Background: an optimization exercise with open tools, aiming at small area and a short achievable clock period. Do not read the settings as production practice. No run shown here included a check of the RTL's function; only the layout flow was run. Power figures rest on the tool's default switching activity, not on a simulated workload.

## flow/design.v (module list and top-level ports; edited modules follow where they fit)
// module Unsigned_Array_Multiplier_32_Bit: 1854 lines
// module mul_add64: 388 lines
// module mul_booth_enc: 16 lines
// module mul_add3a: 200 lines
// module mul_pn_nnn: 3 lines
// module mul_pn_nnp: 3 lines
// module mul_pn_ppn: 3 lines
// module mul_pn_ppp: 3 lines
// module mul_fa: 4 lines
// module mul_ha: 4 lines
// module Unsigned_Array_Multiplier_32_Bit_Top: 45 lines
module Unsigned_Array_Multiplier_32_Bit_Top (
    input         Clock_In,
    input         Enable_In,
    input  [31:0] Data_A_In,
    input  [31:0] Data_B_In,
    output [63:0] Multiplied_Result_Out
);
  // ...
==> flow/run.sh <==
#!/bin/bash
# synth_recipe.tcl (not shown) runs the flow's synth.tcl, then flattens the netlist and writes it again
# the make line also repeats each setting of config.mk as NAME=value (left out here)
make -C /OpenROAD-flow-scripts/flow DESIGN_CONFIG=/design/flow/config.mk WORK_HOME=/design/flow/orfs CLKGATE_MAP_FILE= SYNTH_SCRIPT=/design/flow/synth_recipe.tcl finish
==> flow/config.mk <==
export PLATFORM = sky130hd
export DESIGN_NAME = Unsigned_Array_Multiplier_32_Bit_Top
export DESIGN_NICKNAME = Unsigned_Array_Multiplier_32_Bit_Top
export VERILOG_FILES = /design/flow/design.v
export SDC_FILE = /design/flow/constraint.sdc
export NUM_CORES = 4
export LEC_CHECK = 0
export CAP_MARGIN = 20
export CORE_MARGIN = 2
export CORE_UTILIZATION = 50
export SLEW_MARGIN = 70
export SYNTH_HIERARCHICAL = 1
export SYNTH_MINIMUM_KEEP_SIZE = 0
==> flow/constraint.sdc <==
create_clock -name core_clock -period 12.0 [get_ports {Clock_In}]
set_input_delay 2.4000 -clock core_clock [delete_from_list [all_inputs] [get_ports {Clock_In}]]
set_output_delay 2.4000 -clock core_clock [all_outputs]
set_load 0.01 [all_outputs]
==> summary.txt, run 1 <==
* Outcome: no timing/DRC/antenna violations
* Mapped Area at 31390 um^2
* Worst Hold Margin at ~690 ps
* Post-CTS setup buffers at 0
* Hold Crit Endpoint: Sum_Reg[1]
* Max Cap Viol at 0
* Startpoint Class: flip-flop
* Worst R2R End: Sum_Reg[40]
* Final min period at between 5000 and 6000 ps
* Vias per inst at 6.767
* Synth Warn # at 7
* Cts repair resizes at 0
* Largest area class, layout: multi-input gates
* Die area at 64810 um^2
* Final hold violations at 0
* Clock share of power at 0.108
* DP Area at 33280 um^2
* Setup violations, final at 0
* Final Skew at 10.45 ps
* Min-Delay Path Depth at 2
* Cts hold-fix bufs at 0
* Wire per inst at 30.42 um
* Max Freq at 0.1695 GHz
* Hold Crit Class: reg -> reg
* Gate power share at 0.709
* RSZ-0062 raised after global routing: false
* Starting Density at 0.5068
* CP max FO at 5
==> run 2: changes to the inputs <==
==> flow/flow/run.sh (new file) <==
#!/bin/bash
# Own layout flow: the standard ORFS layout (standard.sh, with the standard
# synthesis unchanged); the only change is the cell used for the port buffers
# (buf_2 instead of the default pick, a slow delay buffer). make's full output
# goes to make.log in the work folder; ORFS's per-step logs stay in orfs/logs/.
set -euo pipefail
export BUFFER_PORTS_ARGS="-buffer_cell sky130_fd_sc_hd__buf_2"
bash standard.sh finish > make.log 2>&1
==> flow/standard.sh (new file) <==
#!/bin/bash
# synth_recipe.tcl (not shown) runs the flow's synth.tcl, then flattens the netlist and writes it again
# the make line also repeats each setting of config.mk as NAME=value (left out here)
make -C /OpenROAD-flow-scripts/flow DESIGN_CONFIG=/design/flow/config.mk WORK_HOME=/design/flow/orfs CLKGATE_MAP_FILE= SYNTH_SCRIPT=/design/flow/synth_recipe.tcl "${@:-finish}"
removed: flow/run.sh
==> summary.txt, run 2 <==
* Crit Path Class: reg -> out (unchanged)
* Net Sw Frac at 0.4915 (was 0.4824)
* Vias per inst at 6.789 (was 6.767)
* Clk root buf: clkbuf_16 (unchanged)
* Initial antenna violation count at 0 (was 2)
* NetSw at 0.004063 W (was 0.004196 W)
* Max Cap Viol at 0 (unchanged)
* H-tree Lvls at 1 (unchanged)
* Max Freq at 0.1837 GHz (was 0.1695 GHz)
* Worst-path clk slew at 60 ps (about the same)
* Site Rows at 91 (unchanged)
* Post-CTS setup buffers at 0 (unchanged)
* WL final at 111600 um (was 111700 um)
* Metal2 WL at 46930 um (was 47700 um)
* RSZ-0062 raised after global routing: false (unchanged)
* Final Skew at 18.02 ps (was 10.45 ps)
* Crit path capture type: output port (unchanged)
* Internal at 0.004204 W (was 0.004503 W)
* Mapped Area at 31390 um^2 (unchanged)
* Clock Latency Late Sink at 570 ps (was 580 ps)
* Ant diodes at 0 (unchanged)
* RD Place Congestion at 0.9884 (was 0.9184)
* Worst Hold Margin at 729.6 ps (was 694.3 ps)
* Part of the cycle the worst path needs at 0.4535 (was 0.4917)
* Slew Viols, Final at 0 (unchanged)
* Met3 routed WL at 14330 um (was 14460 um)
* Wire per inst at 30.49 um (was 30.42 um)
* Leakage Power at 12.80 nW (was 12.94 nW)
* CP max FO at 5 (unchanged)
* Largest regs: Sum_Reg: 64 flops, Carry_Reg: 63 flops, Triple_Reg: 33 flops (unchanged)
* Die area at 64810 um^2 (unchanged)
* Gate power share at 0.695 (was 0.709)
* Overall Global Routing Usage at 0.3429 (was 0.3417)
* DP Cell Count at 3598 (was 3608)
* Starting Density at 0.5068 (unchanged)
* Share of layout cells above drive strength 1 at 0.3231 (was 0.2819)
* Fillers at 5501 (was 5369)
* R2r setup slk at 7300 ps (was 7250 ps)
* PortBufs at 129 (unchanged)
* Final Non-Filler Cells at 3660 (was 3671)
* HPWL after detailed placement at 74390 um (was 76910 um)
* # clock sinks at 246 (unchanged)
* Top reg by flops: Sum_Reg (unchanged)
* Final antenna-violating net count at 0 (unchanged)
* First-pass GRT wire length at 166500 um (was 166600 um)
* Syn_area_per_cell at 10.92 um^2 (unchanged)
* CTS max path bufs at 3 (unchanged)
* Max rail drop VDD at 0.0001627 V (was 0.0001600 V)
* Area delta synth->final at 7.146% (was 10.25%)
* Commonest non-fill, non-tap cells in the layout: 407 x xnor2_1, 302 x a22o_1, 300 x a221oi_2, 288 x fa_1, 177 x dfxtp_1 (was 405 x xnor2_1, 302 x a22o_1, 300 x a221oi_2, 288 x fa_1, 176 x dfxtp_1)
* Cts repair resizes at 0 (unchanged)
* Cts hold-fix bufs at 0 (unchanged)
* Nets at 3300 (was 3309)
* Setup_tns at 0 ps (unchanged)
* Hold Crit Class: reg -> reg (unchanged)
* Metal-1 WL at 45580 um (was 45630 um)
* TritonRoute pass-1 iters at 8 (was 9)
* Final min period at 5442 ps (was 5900 ps)
* Number of global-route vias before repair at 25610 (was 25233)
* Final core occ at 0.5430 (was 0.5588)
* Highest Signal Layer: met4 (was met5)
* Synth Warn # at 7 (unchanged)
* Worst Path Arrival at 3040 ps (was 3500 ps)
* Commonest non-fill, non-tap cell in the layout: xnor2_1 (unchanged)
* Gate Count Post-Synth at 2875 (unchanged)
* First DRT Iteration DRCs at 3093 (was 2938)
* Tot Pwr at 0.008266 W (was 0.008698 W)
* Outcome: no timing/DRC/antenna violations (unchanged)
* Startpoint Class: flip-flop (unchanged)
* Max reg flops at 64 (unchanged)
* Die width at 254.6 um (unchanged)
* Seq pwr share at 0.194 (was 0.183)
* CTS Buf Count at 29 (was 28)
* DRC at 0 (unchanged)
* Vias at 24846 (was 24841)
* Final hold violations at 0 (unchanged)
* Clock share of power at 0.111 (was 0.108)
* I/O Pins at 130 (unchanged)
* CP required at 9600 ps (about the same)
* Die height at 254.6 um (unchanged)
* Setup violations, final at 0 (unchanged)
* Core area at 61940 um^2 (unchanged)
* CTS tree: yes (unchanged)
* Grt total ovfl at 0 (unchanged)
* Largest net degree at the start of global routing at 52 (unchanged)
* PwrDens at 245.8 nW/um^2 (was 251.3 nW/um^2)
## run 2: cell count changes in the layout (fill, tap and decap cells not counted), sizes merged
cell,previous run,this run
buf,112,238
clkdlybuf4s50,130,0
bufinv,5,3
clkinvlp,3,2
clkinv,8,5
clkbuf,43,40
inv,104,106
## run 2: cell type report
class                      instances  area, um^2  share of cell area
tap                              837        1047             0.03113
inverter                         102       382.9             0.01138
multi-input combinational       2183       23960              0.7123
clock buffer                      37       828.3             0.02463
clock inverter                    14       178.9            0.005319
sequential                       246        5044              0.1499
timing repair buffer             241        2197             0.06532
## run 2: power by group through the flow
| stage | Sequential [W] | Clock, W | Combinational, W |
|---|---|---|---|
| 2_1_floorplan | 0.00140 | 0 | 0.00361 |
| 3_3_place_gp | 0.00160 | 0 | 0.00553 |
| 3_5_place_dp | 0.00161 | 0 | 0.00561 |
| 4_1_cts | 0.00159 | 0.000934 | 0.00572 |
| 5_1_grt | 0.00163 | 0.000963 | 0.00642 |
| 6_report | 0.00161 | 0.000914 | 0.00575 |
## run 2: per-stage QoR
| stage | instance area [um^2] | worst slack, ps |
|---|---|---|
| 3_3_place_gp | 31490 | 6818 |
| 3_5_place_dp | 32330 | 7130 |
| 5_1_grt | 33640 | 6436 |
| 4_1_cts | 33340 | 6516 |
| 6_report | 33640 | 6558 |
| 2_1_floorplan | 31480 | 7344 |
## run 2: final timing paths
| check | end | cells past startpoint | from |
|---|---|---|---|
| max | Multiplied_Result_Out[61] | 9 | Sum_Reg[17] |
| min | Sum_Reg[1] | 2 | Neg_Reg[0] |
| max reg2reg | Sum_Reg[37] | 11 | Data_A_Reg[20] |
| min reg2reg | Sum_Reg[1] | 2 | Neg_Reg[0] |
## run 2: layer usage
| layer | GRT usage | up-vias |
|---|---|---|
| met5 | 0 | - |
| met1 | 0.4606 | 12285 |
| met2 | 0.5021 | 1713 |
| li1 | - | 10519 |
| met3 | 0.1158 | 329 |
| met4 | 0.1450 | 0 |
## run 2: critical path, stage by stage (launching register included)
cell	delay, ps
dfxtp_1	440
nand4_1	400
inv_1	280
a21oi_2	120
o21ai_1	360
a21oi_2	130
o21ai_1	340
a21oi_2	100
xnor2_1	150
buf_2	150

[port drivers added, routing unchanged]
The flow's constraints put no driver on any port. The routed layouts listed below were extracted and timed again, unchanged, in two steps. Step 1: set_driving_cell puts a clkbuf_16 on Clock_In and a buf_2 on each other input, an assumption about the parent block. Step 2 times the ports against the registers' clock, not the clock port: input delays grow and output delays shrink by t, the midpoint of the rising clock arrivals with the driver on. Three values: no drivers, after step 1, after step 2; two values: the first two.
run | t (ns) | setup slack, ns | hold WS [ns]
run 1 | 0.631 | 6.100 / 6.042 / 6.673 | 0.694 / 0.694 / 0.694
run 2 | 0.626 | 6.558 / 6.497 / 7.123 | 0.730 / 0.730 / 0.730
After both steps setup and hold are still met in every run listed.
